Source: an optimization exercise on an open RTL-to-GDS flow (aim: small area and a short achievable clock period). Production flows keep margins and buffers that such runs may drop.
The RTL was checked by simulation tests, not by an equivalence proof against the original design.
No activity file was given, so power comes from the tool's default toggle rates.

`design/flow/config.mk`:
```
export PLATFORM = sky130hd
export DESIGN_NAME = axi_led_rgb
export DESIGN_NICKNAME = axi_led_rgb
export VERILOG_FILES = /design/flow/design.v
export SDC_FILE = /design/flow/constraint.sdc
export NUM_CORES = 4
export LEC_CHECK = 0
export CAP_MARGIN = 20
export CORE_MARGIN = 2
export CORE_UTILIZATION = 40
export SLEW_MARGIN = 20
```
`design/flow/constraint.sdc`:
```
create_clock -name core_clock -period 5.0 [get_ports {aclk}]
set_input_delay 1.0000 -clock core_clock [delete_from_list [all_inputs] [get_ports {aclk}]]
set_output_delay 1.0000 -clock core_clock [all_outputs]
set_load 0.01 [all_outputs]
```
`design/flow/design.v`:
```
`timescale 1ns / 1ps
module led_rgb #(
        parameter INVERSE_MODE = 1
    )(
        input clk                       ,
        input resetn                    ,  
        input mode_r                    ,  
        input mode_g                    ,  
        input mode_b                    ,  
        input enable_r                  ,  
        input enable_g                  ,  
        input enable_b                  ,  
        input holded_r                  ,  
        input holded_g                  ,  
        input holded_b                  ,  
        input[31:0] duration_r          ,  
        input[31:0] duration_g          ,
        input[31:0] duration_b          ,
        output logic led_r_sts          , 
        output logic led_g_sts          ,
        output logic led_b_sts          ,
        output logic LED_R              ,  
        output logic LED_G              ,
        output logic LED_B               
    );
    typedef enum {
        IDLE_ST         ,  
        HOLD_ON_ST      ,  
        HOLD_OFF_ST     ,  
        LED_ON_ST          
    } fsm;
    fsm current_state_led_r;
    fsm current_state_led_g;
    fsm current_state_led_b;
    logic[ 31 : 0] led_r_timer;
    logic[ 31 : 0] led_g_timer;
    logic[ 31 : 0] led_b_timer;
    always_ff @(posedge clk) begin : current_state_led_r_processing 
        if (resetn == 0)
            current_state_led_r <= IDLE_ST;
        else
            case(current_state_led_r)
                IDLE_ST :
                    if (enable_r == 1)
                        if (mode_r == 1)
                            current_state_led_r <= HOLD_ON_ST;
                        else
                            current_state_led_r <= LED_ON_ST;
                HOLD_ON_ST :
                    if (led_r_timer >= duration_r)
                        current_state_led_r <= HOLD_OFF_ST;
                HOLD_OFF_ST :
                    if (led_r_timer >= duration_r)
                        if (holded_r == 1)
                            current_state_led_r <= HOLD_ON_ST;
                        else
                            current_state_led_r <= IDLE_ST;
                LED_ON_ST : 
                    if (enable_r == 0)
                        current_state_led_r <= IDLE_ST;
            endcase
    end 
    always_ff @(posedge clk) begin : current_state_led_g_processing 
        if (resetn == 0)
            current_state_led_g <= IDLE_ST;
        else
            case(current_state_led_g)
                IDLE_ST :
                    if (enable_g == 1)
                        if (mode_g == 1)
                            current_state_led_g <= HOLD_ON_ST;
                        else
                            current_state_led_g <= LED_ON_ST;
                HOLD_ON_ST :
                    if (led_g_timer >= duration_g)
                        current_state_led_g <= HOLD_OFF_ST;
                HOLD_OFF_ST :
                    if (led_g_timer >= duration_g)
                        if (holded_g == 1)
                            current_state_led_g <= HOLD_ON_ST;
                        else
                            current_state_led_g <= IDLE_ST;
                LED_ON_ST : 
                    if (enable_g == 0)
                        current_state_led_g <= IDLE_ST;
            endcase
    end 
    always_ff @(posedge clk) begin : current_state_led_b_processing 
        if (resetn == 0)
            current_state_led_b <= IDLE_ST;
        else
            case(current_state_led_b)
                IDLE_ST :
                    if (enable_b == 1)
                        if (mode_b == 1)
                            current_state_led_b <= HOLD_ON_ST;
                        else
                            current_state_led_b <= LED_ON_ST;
                HOLD_ON_ST :
                    if (led_b_timer >= duration_b)
                        current_state_led_b <= HOLD_OFF_ST;
                HOLD_OFF_ST :
                    if (led_b_timer >= duration_b)
                        if (holded_b == 1)
                            current_state_led_b <= HOLD_ON_ST;
                        else
                            current_state_led_b <= IDLE_ST;
                LED_ON_ST : 
                    if (enable_b == 0)
                        current_state_led_b <= IDLE_ST;
            endcase
    end 
    always_ff @(posedge clk) begin : led_r_timer_processing 
        if (resetn == 0)
            led_r_timer <= '0;
        else
            case (current_state_led_r)
                IDLE_ST : 
                    led_r_timer <= '0;
                HOLD_ON_ST : 
                    if (led_r_timer < duration_r)
                        led_r_timer <= led_r_timer + 1;
                    else
                        led_r_timer <= '0;
                HOLD_OFF_ST: 
                    if (led_r_timer < duration_r)
                        led_r_timer <= led_r_timer + 1;
                    else
                        led_r_timer <= '0;
                default :
                    led_r_timer <= '0;
            endcase  
    end 
    always_ff @(posedge clk) begin : led_g_timer_processing 
        if (resetn == 0)
            led_g_timer <= '0;
        else
            case (current_state_led_g)
                IDLE_ST : 
                    led_g_timer <= '0;
                HOLD_ON_ST : 
                    if (led_g_timer < duration_g)
                        led_g_timer <= led_g_timer + 1;
                    else
                        led_g_timer <= '0;
                HOLD_OFF_ST: 
                    if (led_g_timer < duration_g)
                        led_g_timer <= led_g_timer + 1;
                    else
                        led_g_timer <= '0;
                default :
                    led_g_timer <= '0;
            endcase  
    end 
    always_ff @(posedge clk) begin : led_b_timer_processing 
        if (resetn == 0)
            led_b_timer <= '0;
        else
            case (current_state_led_b)
                IDLE_ST : 
                    led_b_timer <= '0;
                HOLD_ON_ST : 
                    if (led_b_timer < duration_b)
                        led_b_timer <= led_b_timer + 1;
                    else
                        led_b_timer <= '0;
                HOLD_OFF_ST: 
                    if (led_b_timer < duration_b)
                        led_b_timer <= led_b_timer + 1;
                    else
                        led_b_timer <= '0;
                default :
                    led_b_timer <= '0;
            endcase  
    end 
    generate
        if (INVERSE_MODE == 0) 
            always_comb begin : led_assignment_direct
                if (current_state_led_r == HOLD_ON_ST || current_state_led_r == LED_ON_ST)
                    LED_R = 1'b1;
                else
                    LED_R = 1'b0;
                if (current_state_led_g == HOLD_ON_ST || current_state_led_g == LED_ON_ST)
                    LED_G = 1'b1;
                else
                    LED_G = 1'b0;
                if (current_state_led_b == HOLD_ON_ST || current_state_led_b == LED_ON_ST)
                    LED_B = 1'b1;
                else
                    LED_B = 1'b0;
            end 
        if (INVERSE_MODE == 1)
            always_comb begin : led_assignment_direct
                if (current_state_led_r == HOLD_ON_ST || current_state_led_r == LED_ON_ST)
                    LED_R = 1'b0;
                else
                    LED_R = 1'b1;
                if (current_state_led_g == HOLD_ON_ST || current_state_led_g == LED_ON_ST)
                    LED_G = 1'b0;
                else
                    LED_G = 1'b1;
                if (current_state_led_b == HOLD_ON_ST || current_state_led_b == LED_ON_ST)
                    LED_B = 1'b0;
                else
                    LED_B = 1'b1;
            end
    endgenerate
    always_comb begin : led_r_sts_processing 
        if (current_state_led_r == IDLE_ST)
            led_r_sts <= 1'b0;
        else
            led_r_sts <= 1'b1;
    end 
    always_comb begin : led_g_sts_processing 
        if (current_state_led_g == IDLE_ST)
            led_g_sts <= 1'b0;
        else
            led_g_sts <= 1'b1;
    end 
    always_comb begin : led_b_sts_processing 
        if (current_state_led_b == IDLE_ST)
            led_b_sts <= 1'b0;
        else
            led_b_sts <= 1'b1;
    end 
endmodule
`timescale 1ps/1ps
module led_rgb_s_axi_lite_if (
    input                    aclk          ,
    input                    aresetn       ,
    input   [  4 : 0 ]       awaddr        ,
    input   [  2 : 0 ]       awprot        ,  
    input                    awvalid       ,
    output logic             awready       ,
    input   [ 31 : 0 ]       wdata         ,
    input   [  3 : 0 ]       wstrb         ,  
    input                    wvalid        ,
    output logic             wready        ,
    output logic  [  1 : 0 ] bresp         ,
    output logic             bvalid        ,
    input                    bready        ,
    input   [  4 : 0 ]       araddr        ,
    input   [  2 : 0 ]       arprot        ,
    input                    arvalid       ,
    output logic             arready       ,
    output logic  [ 31 : 0 ] rdata         ,
    output logic  [  1 : 0 ] rresp         ,
    output logic             rvalid        ,
    input                    rready        ,
    output logic             user_resetn              ,  
    output logic             mode_r                    ,  
    output logic             mode_g                    ,  
    output logic             mode_b                    ,  
    output logic             enable_r                  ,  
    output logic             enable_g                  ,  
    output logic             enable_b                  ,  
    output logic             holded_r                  ,  
    output logic             holded_g                  ,  
    output logic             holded_b                  ,  
    output logic            [31:0] duration_r          ,  
    output logic            [31:0] duration_g          ,
    output logic            [31:0] duration_b          ,
    input                   led_r_sts          , 
    input                   led_g_sts          ,
    input                   led_b_sts           
);
    localparam integer ADDR_LSB = 2;
    localparam integer ADDR_OPT = 2;
    logic [31:0]reg_0;
    logic [31:0]reg_1;
    logic [31:0]reg_2;
    logic [31:0]reg_3;
    logic [31:0]reg_4;
    logic [31:0]reg_5;
    logic [31:0]reg_6;
    logic aw_en;
    always_comb begin : user_logic_assignment_group
        user_resetn <= reg_0[0];
        mode_r      <= reg_1[0];
        enable_r    <= reg_1[1];
        holded_r    <= reg_1[2];
        duration_r  <= reg_2;
        mode_g      <= reg_3[0];
        enable_g    <= reg_3[1];
        holded_g    <= reg_3[2];
        duration_g  <= reg_4;
        mode_b      <= reg_5[0];
        enable_b    <= reg_5[1];
        holded_b    <= reg_5[2];
        duration_b  <= reg_6;
    end 
    always_ff @(posedge aclk) begin : from_user_logic_assignment 
        reg_0[1] <= led_r_sts;
        reg_0[2] <= led_g_sts;
        reg_0[3] <= led_b_sts;
    end 
    always_ff @(posedge aclk) begin : aw_en_processing 
        if (!aresetn) 
            aw_en <= 1'b1;
        else
            if (!awready & awvalid & wvalid & aw_en)
                aw_en <= 1'b0;
            else
                if (bready & bvalid)
                    aw_en <= 1'b1;
    end 
    always_ff @(posedge aclk) begin : awready_processing 
        if (!aresetn)
            awready <= 1'b0;
        else
            if (!awready & awvalid & wvalid & aw_en)
                awready <= 1'b1;
            else 
                awready <= 1'b0;
    end 
    always_ff @(posedge aclk) begin : wready_processing 
        if (!aresetn)
            wready <= 1'b0;
        else
            if (!wready & wvalid & awvalid & aw_en)
                wready <= 1'b1;
            else
                wready <= 1'b0;
    end 
    always_ff @(posedge aclk) begin : bvalid_processing
        if (!aresetn)
            bvalid <= 1'b0;
        else
            if (wvalid & wready & awvalid & awready & ~bvalid)
                bvalid <= 1'b1;
            else
                if (bvalid & bready)
                    bvalid <= 1'b0;
    end 
    always_ff @(posedge aclk) begin : arready_processing 
        if (!aresetn)
            arready <= 1'b0;
        else
            if (!arready & arvalid)
                arready <= 1'b1;
            else
                arready <= 1'b0;
    end
    always_ff @(posedge aclk) begin : rvalid_processing
        if (!aresetn)
            rvalid <= 1'b0;
        else
            if (arvalid & arready & ~rvalid)
                rvalid <= 1'b1;
            else 
                if (rvalid & rready)
                    rvalid <= 1'b0;
    end 
    always_ff @(posedge aclk) begin : rdata_processing 
        if (!aresetn)
            rdata <= '0;
        else
            if (arvalid & arready & ~rvalid)
                case (araddr[(ADDR_OPT + ADDR_LSB) : ADDR_LSB]) 
                    'h0 : rdata <= reg_0;
                    'h1 : rdata <= reg_1;
                    'h2 : rdata <= reg_2;
                    'h3 : rdata <= reg_3;
                    'h4 : rdata <= reg_4;
                    'h5 : rdata <= reg_5;
                    'h6 : rdata <= reg_6;
                    default : rdata <= rdata;
                endcase  
    end 
    always_ff @(posedge aclk) begin : rresp_processing 
        if (!aresetn) 
            rresp <= '0;
        else
            if (arvalid & arready & ~rvalid)
                case (araddr[(ADDR_OPT + ADDR_LSB) : ADDR_LSB])
                    'h0 : rresp <= '0;
                    'h1 : rresp <= '0;
                    'h2 : rresp <= '0;
                    'h3 : rresp <= '0;
                    'h4 : rresp <= '0;
                    'h5 : rresp <= '0;
                    'h6 : rresp <= '0;
                    default : rresp <= 'b10;
                endcase;  
    end                     
    always_ff @(posedge aclk) begin : bresp_processing
        if (!aresetn)
            bresp <= '0;
        else
            if (awvalid & awready & wvalid & wready & ~bvalid)
                if (awaddr >= 0 | awaddr <= 6 )
                    bresp <= '0;
                else
                    bresp <= 'b10;
    end
    always_ff @(posedge aclk) begin : reg_0_processing 
        if (!aresetn) 
        begin
            reg_0[31:4] <= 'b0;
            reg_0[0] <= 'b0;
        end 
        else
            if (awvalid & awready & wvalid & wready)
                if (awaddr[(ADDR_OPT + ADDR_LSB) : ADDR_LSB] == 'h00)
                begin
                    reg_0[31:4] <= wdata[31:4];
                    reg_0[0] <= wdata[0];
                end 
        end 
    always_ff @(posedge aclk) begin : reg_1_processing 
        if (!aresetn)
            reg_1 <= 'b0;
        else
            if (awvalid & awready & wvalid & wready)
                if (awaddr[(ADDR_OPT + ADDR_LSB) : ADDR_LSB] == 'h01)
                    reg_1[31:0] <= wdata[31:0];
        end 
    always_ff @(posedge aclk) begin : reg_2_processing 
        if (!aresetn)
            reg_2 <= 'b0;
        else
            if (awvalid & awready & wvalid & wready)
                if (awaddr[(ADDR_OPT + ADDR_LSB) : ADDR_LSB] == 'h02)
                    reg_2 <= wdata;
        end 
    always_ff @(posedge aclk) begin : reg_3_processing 
        if (!aresetn)
            reg_3 <= 'b0;
        else
            if (awvalid & awready & wvalid & wready)
                if (awaddr[(ADDR_OPT + ADDR_LSB) : ADDR_LSB] == 'h03)
                    reg_3 <= wdata;
        end 
    always_ff @(posedge aclk) begin : reg_4_processing 
        if (!aresetn)
            reg_4 <= 'b0;
        else
            if (awvalid & awready & wvalid & wready)
                if (awaddr[(ADDR_OPT + ADDR_LSB) : ADDR_LSB] == 'h04)
                    reg_4 <= wdata;
        end 
    always_ff @(posedge aclk) begin : reg_5_processing 
        if (!aresetn)
            reg_5 <= 'b0;
        else
            if (awvalid & awready & wvalid & wready)
                if (awaddr[(ADDR_OPT + ADDR_LSB) : ADDR_LSB] == 'h05)
                    reg_5 <= wdata;
        end 
    always_ff @(posedge aclk) begin : reg_6_processing 
        if (!aresetn)
            reg_6 <= 'b0;
        else
            if (awvalid & awready & wvalid & wready)
                if (awaddr[(ADDR_OPT + ADDR_LSB) : ADDR_LSB] == 'h06)
                    reg_6 <= wdata;
        end 
endmodule
`timescale 1ps / 1ps
module axi_led_rgb #(
    parameter INVERSE_MODE = 1
)(
    input                    aclk          ,
    input                    aresetn       ,
    input   [  4 : 0 ]       awaddr        ,
    input   [  2 : 0 ]       awprot        ,  
    input                    awvalid       ,
    output logic             awready       ,
    input   [ 31 : 0 ]       wdata         ,
    input   [  3 : 0 ]       wstrb         ,  
    input                    wvalid        ,
    output logic             wready        ,
    output logic  [  1 : 0 ] bresp         ,
    output logic             bvalid        ,
    input                    bready        ,
    input   [  4 : 0 ]       araddr        ,
    input   [  2 : 0 ]       arprot        ,
    input                    arvalid       ,
    output logic             arready       ,
    output logic  [ 31 : 0 ] rdata         ,
    output logic  [  1 : 0 ] rresp         ,
    output logic             rvalid        ,
    input                    rready        ,
    output logic             LED_R         ,  
    output logic             LED_G         ,
    output logic             LED_B          
);
    logic user_resetn           ;
    logic mode_r                ;
    logic mode_g                ;
    logic mode_b                ;
    logic enable_r              ;
    logic enable_g              ;
    logic enable_b              ;
    logic holded_r              ;
    logic holded_g              ;
    logic holded_b              ;
    logic [31:0] duration_r     ;
    logic [31:0] duration_g     ;
    logic [31:0] duration_b     ;
    logic led_r_sts             ;
    logic led_g_sts             ;
    logic led_b_sts             ;
    led_rgb_s_axi_lite_if  led_rgb_s_axi_lite_if_inst (
        .aclk         (aclk)    ,
        .aresetn      (aresetn) ,
        .awaddr       (awaddr)  ,
        .awprot       (awprot)  ,  
        .awvalid      (awvalid) ,
        .awready      (awready) ,
        .wdata        (wdata)   ,
        .wstrb        (wstrb)   ,  
        .wvalid       (wvalid)  ,
        .wready       (wready)  ,
        .bresp        (bresp)   ,
        .bvalid       (bvalid)  ,
        .bready       (bready)  ,
        .araddr       (araddr)  ,
        .arprot       (arprot)  ,
        .arvalid      (arvalid) ,
        .arready      (arready) ,
        .rdata        (rdata)   ,
        .rresp        (rresp)   ,
        .rvalid       (rvalid)  ,
        .rready       (rready)  ,
        .user_resetn  (user_resetn),
        .mode_r       (mode_r),
        .mode_g       (mode_g),
        .mode_b       (mode_b),
        .enable_r     (enable_r),
        .enable_g     (enable_g),
        .enable_b     (enable_b),
        .holded_r     (holded_r),
        .holded_g     (holded_g),
        .holded_b     (holded_b),
        .duration_r   (duration_r),
        .duration_g   (duration_g),
        .duration_b   (duration_b),
        .led_r_sts    (led_r_sts),
        .led_g_sts    (led_g_sts),
        .led_b_sts    (led_b_sts) 
    );
    led_rgb #(
        INVERSE_MODE 
    )led_rgb_inst
    (
        .clk        (aclk),
        .resetn     (user_resetn),
        .mode_r     (mode_r),
        .mode_g     (mode_g),
        .mode_b     (mode_b),
        .enable_r   (enable_r),
        .enable_g   (enable_g),
        .enable_b   (enable_b),
        .holded_r   (holded_r),
        .holded_g   (holded_g),
        .holded_b   (holded_b),
        .duration_r (duration_r),
        .duration_g (duration_g),
        .duration_b (duration_b),
        .led_r_sts  (led_r_sts),
        .led_g_sts  (led_g_sts),
        .led_b_sts  (led_b_sts),
        .LED_R      (LED_R)             ,  
        .LED_G      (LED_G)             ,
        .LED_B      (LED_B)              
    );
endmodule
```
`design/flow/run.sh`:
```
#!/bin/bash
# synth_recipe.tcl (not shown) runs the flow's synth.tcl, then flattens the netlist and writes it again
# the make line also repeats each setting of config.mk as NAME=value (left out here)
make -C /OpenROAD-flow-scripts/flow DESIGN_CONFIG=/design/flow/config.mk WORK_HOME=/design/flow/orfs CLKGATE_MAP_FILE= SYNTH_SCRIPT=/design/flow/synth_recipe.tcl finish
```
==> results by group <==
Outcome
  • Result of the run: complete, no violations

Yosys
  • Post-synthesis async set-or-reset flop share: 0%
  • Post-synthesis simple-gate area fraction: 21.5%
  • Mux cell area share after synthesis: 0.386%
  • Number of distinct library cells after synthesis: 63
  • Number of cells produced by synthesis: 2302
  • Main synth FF type: sky130_fd_sc_hd__dfxtp_1
  • Synthesized-area fraction occupied by adder cells: 7.51%
  • Synth Area in Compound Gates: 21.4%
  • Synth Cell Area: 18500 um^2
  • Number of synthesis warnings: 2
  • Largest family of logic cells by synthesized area: simple AND/OR/NAND/NOR gates
  • Flip-flop and latch count after synthesis: 365
  • Number of flops mapped to enable cells by yosys: 0
  • Area share of xor/xnor cells in the synthesized design: 4.17%
  • Share of the synthesized area in the top cell type: 39.5%
  • Mean instance size in the synthesized netlist: 8.03 um^2
  • Top area cells in the synthesized netlist: sky130_fd_sc_hd__dfxtp_1 40%, sky130_fd_sc_hd__nand2_1 11%, sky130_fd_sc_hd__a21boi_0 9.3%
  • Most area-hungry cell type in the Yosys netlist: sky130_fd_sc_hd__dfxtp_1
  • Sequential-to-total area share from yosys stat: 39.5%

Timing
  • Hold Vio Cnt, Final: 0
  • Measured slew at the worst slew-check pin: 1010 ps
  • Total negative slack for setup checks: 0 ps
  • Unrepaired setup endpoints after global routing: no
  • Worst slack on hold paths: 443 ps
  • Count of endpoints failing setup in the final report: 0
  • Worst setup margin: 1780 ps
  • Tcrit/Tclk final: 64.3%
  • Worst-case clock skew: 16.8 ps
  • Min Tclk post-route: 3220 ps
  • Number of max-slew violations in the final report: 0
  • Relative max-transition margin: 32.5%
  • Max frequency: 311 MHz

Pwr
  • Areal power density over the cells: 288 nW/um^2
  • IR Drop Worst-Case VDD: 0.000262 V
  • P_leak: 7.37 nW

Floorplanning
  • Horiz. Die Dim: 219 um
  • Die height: 219 um
  • Area enclosed by the die boundary: 48000 um^2
  • Initial Utilization: 40.7%
  • Core Box Area: 45500 um^2
  • Row count: 78
  • Number of I/O pins: 103

Placement
  • Number of placed instances, taps included: 2885
  • Cell area after placement: 19800 um^2
  • HPWL after detailed placement: 40100 um
  • Pre-CTS worst setup slack: 1250 ps
  • IO buf count: 85
  • Placer congestion estimate: 0.916

Drt
  • Average wire per cell in the routed design: 18.8 um
  • DRC errors left: 0
  • Detailed-route wire length: 55700 um
  • First drt pass iteration count: 6
  • Post-detailed-route count of antenna-violating nets: 0
  • Vias: 16100
  • Via density: 5.45
  • Starting DRC count in detailed routing: 1228

Global route
  • Largest net degree at the start of global routing: 173
  • Number of antenna violations at the first check in global routing: 3
  • GRT overflow: 0
  • Via count of the first global-routing pass: 15500
  • Overall global routing resource usage: 23.2%
  • Global-route wire length before repair: 87100 um

CTS
  • Resize count post-CTS: 0
  • Clock buffer depth: 3
  • Clock edge transition at the registers on the reported setup and hold paths: 60 ps
  • Hold-fix buffers, CTS: 0
  • Clock buffer count from CTS: 41
  • TritonCTS clock tree: built
  • Clock tree root buffer cell: sky130_fd_sc_hd__clkbuf_16
  • Clock sink count: 365
  • H-Tree Depth: 2
  • Clock latency of the later-clocked register in the worst-skew pair: 540 ps
  • Count of buffers added by post-CTS timing repair for setup: 0

Layout
  • Fraction of final layout cells with drive strength greater than 1: 5.10%
  • Non-filler instance count after layout: 2956
  • Sequential Area: 7310 um^2
  • Fill cells: 4493
  • Layout Nets: 2500
  • Non-Filler Cell Area, Final: 21100 um^2
  • Area growth from synthesis to layout: 14.1%
  • Multi-input logic area: 10200 um^2

Critical path
  • Data arrival time of the critical path: 3680 ps
  • Family of cells with the greatest summed delay on the critical path: simple AND/OR/NAND/NOR gates
  • Number of cells traversed by the worst register-to-register path: 9
  • Critical path class: in2reg
  • Endpoint of the worst-slack reg-to-reg timing path: led_rgb_inst.led_b_timer[5]
  • Setup crit start kind: input port
  • Capture point of the worst path: led_rgb_s_axi_lite_if_inst.reg_5[21]
  • CP required: 5470 ps
  • Logic depth of the worst setup path including buffers: 8
  • Crit path max fanout: 17
  • Worst Path Buf+Inv: 3
  • Launch point of the critical path: awvalid
  • Most prevalent standard cell on the critical path: sky130_fd_sc_hd__nand2_1
  • R2r startpoint: led_rgb_s_axi_lite_if_inst.reg_6[15]
  • Critical path endpoint category: register
  • CP max stage delay: 750 ps
  • CP max stage cell: sky130_fd_sc_hd__nor3b_4
  • Worst-case register-to-register setup slack: 2060 ps
  • Cell breakdown of the critical path: clkdlybuf4s50_1, nand4_2, inv_2, nand2_1, nor3b_4, buf_4, nand2_1, a21boi_0

Worst hold path
  • Depth of the worst hold-timing path: 1
  • Hold crit path type: reg2reg

Job
  • Number of maximum-capacitance constraint violations: 0
[registers in the layout, summed over array words and instances, names as in the netlist, 2 cells and up]
signal                            cells
led_rgb_inst.led_b_timer             32
led_rgb_inst.led_g_timer             32
led_rgb_inst.led_r_timer             32
led_rgb_s_axi_lite_if_inst.rdata     32
led_rgb_s_axi_lite_if_inst.reg_0     32
led_rgb_s_axi_lite_if_inst.reg_1     32
led_rgb_s_axi_lite_if_inst.reg_2     32
led_rgb_s_axi_lite_if_inst.reg_3     32
led_rgb_s_axi_lite_if_inst.reg_4     32
led_rgb_s_axi_lite_if_inst.reg_5     32
led_rgb_s_axi_lite_if_inst.reg_6     32
led_rgb_inst.current_state_led_b      2
led_rgb_inst.current_state_led_g      2
led_rgb_inst.current_state_led_r      2
[placed cells by master (no fill, tap or decap), drive strengths merged, types with 5 or more instances in the layout]
master / synthesis / layout
a21boi: 253 / 253
a21oi: 82 / 82
a221oi: 19 / 19
a22o: 7 / 7
a22oi: 11 / 11
a31oi: 5 / 5
and2: 13 / 13
and3: 17 / 17
and4: 12 / 12
buf: 37 / 36
clkbuf: 98 / 65
clkdlybuf4s50: 0 / 82
dfxtp: 365 / 365
ha: 111 / 111
inv: 120 / 120
mux2i: 6 / 6
nand2: 547 / 547
nand2b: 8 / 8
nand3: 50 / 50
nand4: 36 / 36
nor2: 176 / 176
nor2b: 8 / 8
nor3: 17 / 17
nor4: 9 / 9
o2111ai: 10 / 10
o211a: 19 / 19
o211ai: 40 / 40
o21ai: 72 / 72
o22ai: 9 / 9
o31ai: 8 / 8
xnor2: 26 / 26
xor2: 62 / 62
[through the flow]
step,util (%),total power (W)
floorplan,-,0.00314
global placement,43.6,0.00330
detailed placement,43.6,0.00330
CTS,46.3,0.00613
global route,46.4,0.00627
finish,46.4,0.00608
[per-layer routing]
metal | GRT usage, % | vias up | routed length, um
li1 | - | 7882 | -
met1 | 30.6 | 7635 | 24600
met2 | 37.9 | 453 | 25700
met3 | 3.20 | 130 | 3010
met4 | 10.3 | 2 | 2390
met5 | 0 | - | 13
[Yosys cell counts (all sizes together) (3+ instances only)]
| master | instances |
|---|---|
| a211o | 3 |
| a211oi | 4 |
| a21boi | 253 |
| a21o | 3 |
| a21oi | 82 |
| a221oi | 19 |
| a22o | 7 |
| a22oi | 11 |
| a2bb2oi | 3 |
| a31oi | 5 |
| and2 | 13 |
| and3 | 17 |
| and4 | 12 |
| buf | 37 |
| clkbuf | 98 |
| dfxtp | 365 |
| ha | 111 |
| inv | 120 |
| mux2i | 6 |
| nand2 | 547 |
| nand2b | 8 |
| nand3 | 50 |
| nand3b | 4 |
| nand4 | 36 |
| nor2 | 176 |
| nor2b | 8 |
| nor3 | 17 |
| nor3b | 4 |
| nor4 | 9 |
| nor4b | 3 |
| o2111ai | 10 |
| o211a | 19 |
| o211ai | 40 |
| o21a | 4 |
| o21ai | 72 |
| o221a | 3 |
| o22ai | 9 |
| o31ai | 8 |
| or2 | 3 |
| or3 | 3 |
| xnor2 | 26 |
| xor2 | 62 |
[cell type report]
class | count | area share [%]
multi-input combinational | 1684 | 48.5
inverter | 120 | 2.13
clock buffer | 65 | 5.76
tap | 600 | 3.56
sequential | 365 | 34.6
clock inverter | 2 | 0.0474
timing repair buffer | 118 | 5.36
antenna | 2 | 0.0237
[cell families (layout without fill, tap and decap cells)]
group,Yosys count,after routing
adders and majority gates,111,111
AOI/OAI and AO/OA,563,563
DFF,365,365
other,1,5
and+or+nand+nor,912,912
buffers and inverters,255,305
xor gates and xnor gates,88,88
muxes,7,7
[how the worst min path moves through the flow]
stage,startpoint,end,slack (ps)
global route,led_rgb_s_axi_lite_if_inst.arready,led_rgb_s_axi_lite_if_inst.arready,460
finish,led_rgb_s_axi_lite_if_inst.arready,led_rgb_s_axi_lite_if_inst.arready,440
floorplan,led_rgb_inst.led_g_timer[0],led_rgb_inst.led_g_timer[0],430
detailed placement,led_rgb_s_axi_lite_if_inst.arready,led_rgb_s_axi_lite_if_inst.arready,440
global placement,led_rgb_s_axi_lite_if_inst.arready,led_rgb_s_axi_lite_if_inst.arready,420
CTS,led_rgb_s_axi_lite_if_inst.arready,led_rgb_s_axi_lite_if_inst.arready,450
[where the power goes]
group | switching [W] | internal (W) | leakage [nW]
clock | 0.00119 | 0.00165 | 0.602
sequential | 0.00000453 | 0.00292 | 2.94
combinational | 0.000203 | 0.000117 | 3.83
[worst register-to-register path, cell delays in order, from the launching register on]
cell	delay, ps
sky130_fd_sc_hd__dfxtp_1	400
sky130_fd_sc_hd__inv_1	70
sky130_fd_sc_hd__ha_1	320
sky130_fd_sc_hd__nand4_1	200
sky130_fd_sc_hd__nor4_1	530
sky130_fd_sc_hd__a21boi_0	310
sky130_fd_sc_hd__nand3b_1	180
sky130_fd_sc_hd__a211o_1	520
sky130_fd_sc_hd__buf_8	240
sky130_fd_sc_hd__nor2_1	70

## static timing again, ports no longer ideal
The flow's constraints put no driver on any port. The routed layout listed below was extracted and timed again, unchanged, in two steps. Step 1 assumes that a clkbuf_16 drives the clock port and a buf_2 every other input. Step 2 moves the port delays by t, midway between the first and last clock arrival at a register: inputs arrive t later, outputs are due t later. That takes back most of the time a late clock gives input paths. Three values: ideal ports, drivers, drivers and shift; two values: the first two.
t (ns): 0.591
slack for setup (ns): 1.783 / 1.783 / 1.222
worst setup path after step 2: input to register
After both steps this run still meets setup and hold. The setup slack of this run moves by 0.000 ns with the drivers and by -0.561 ns with both steps.
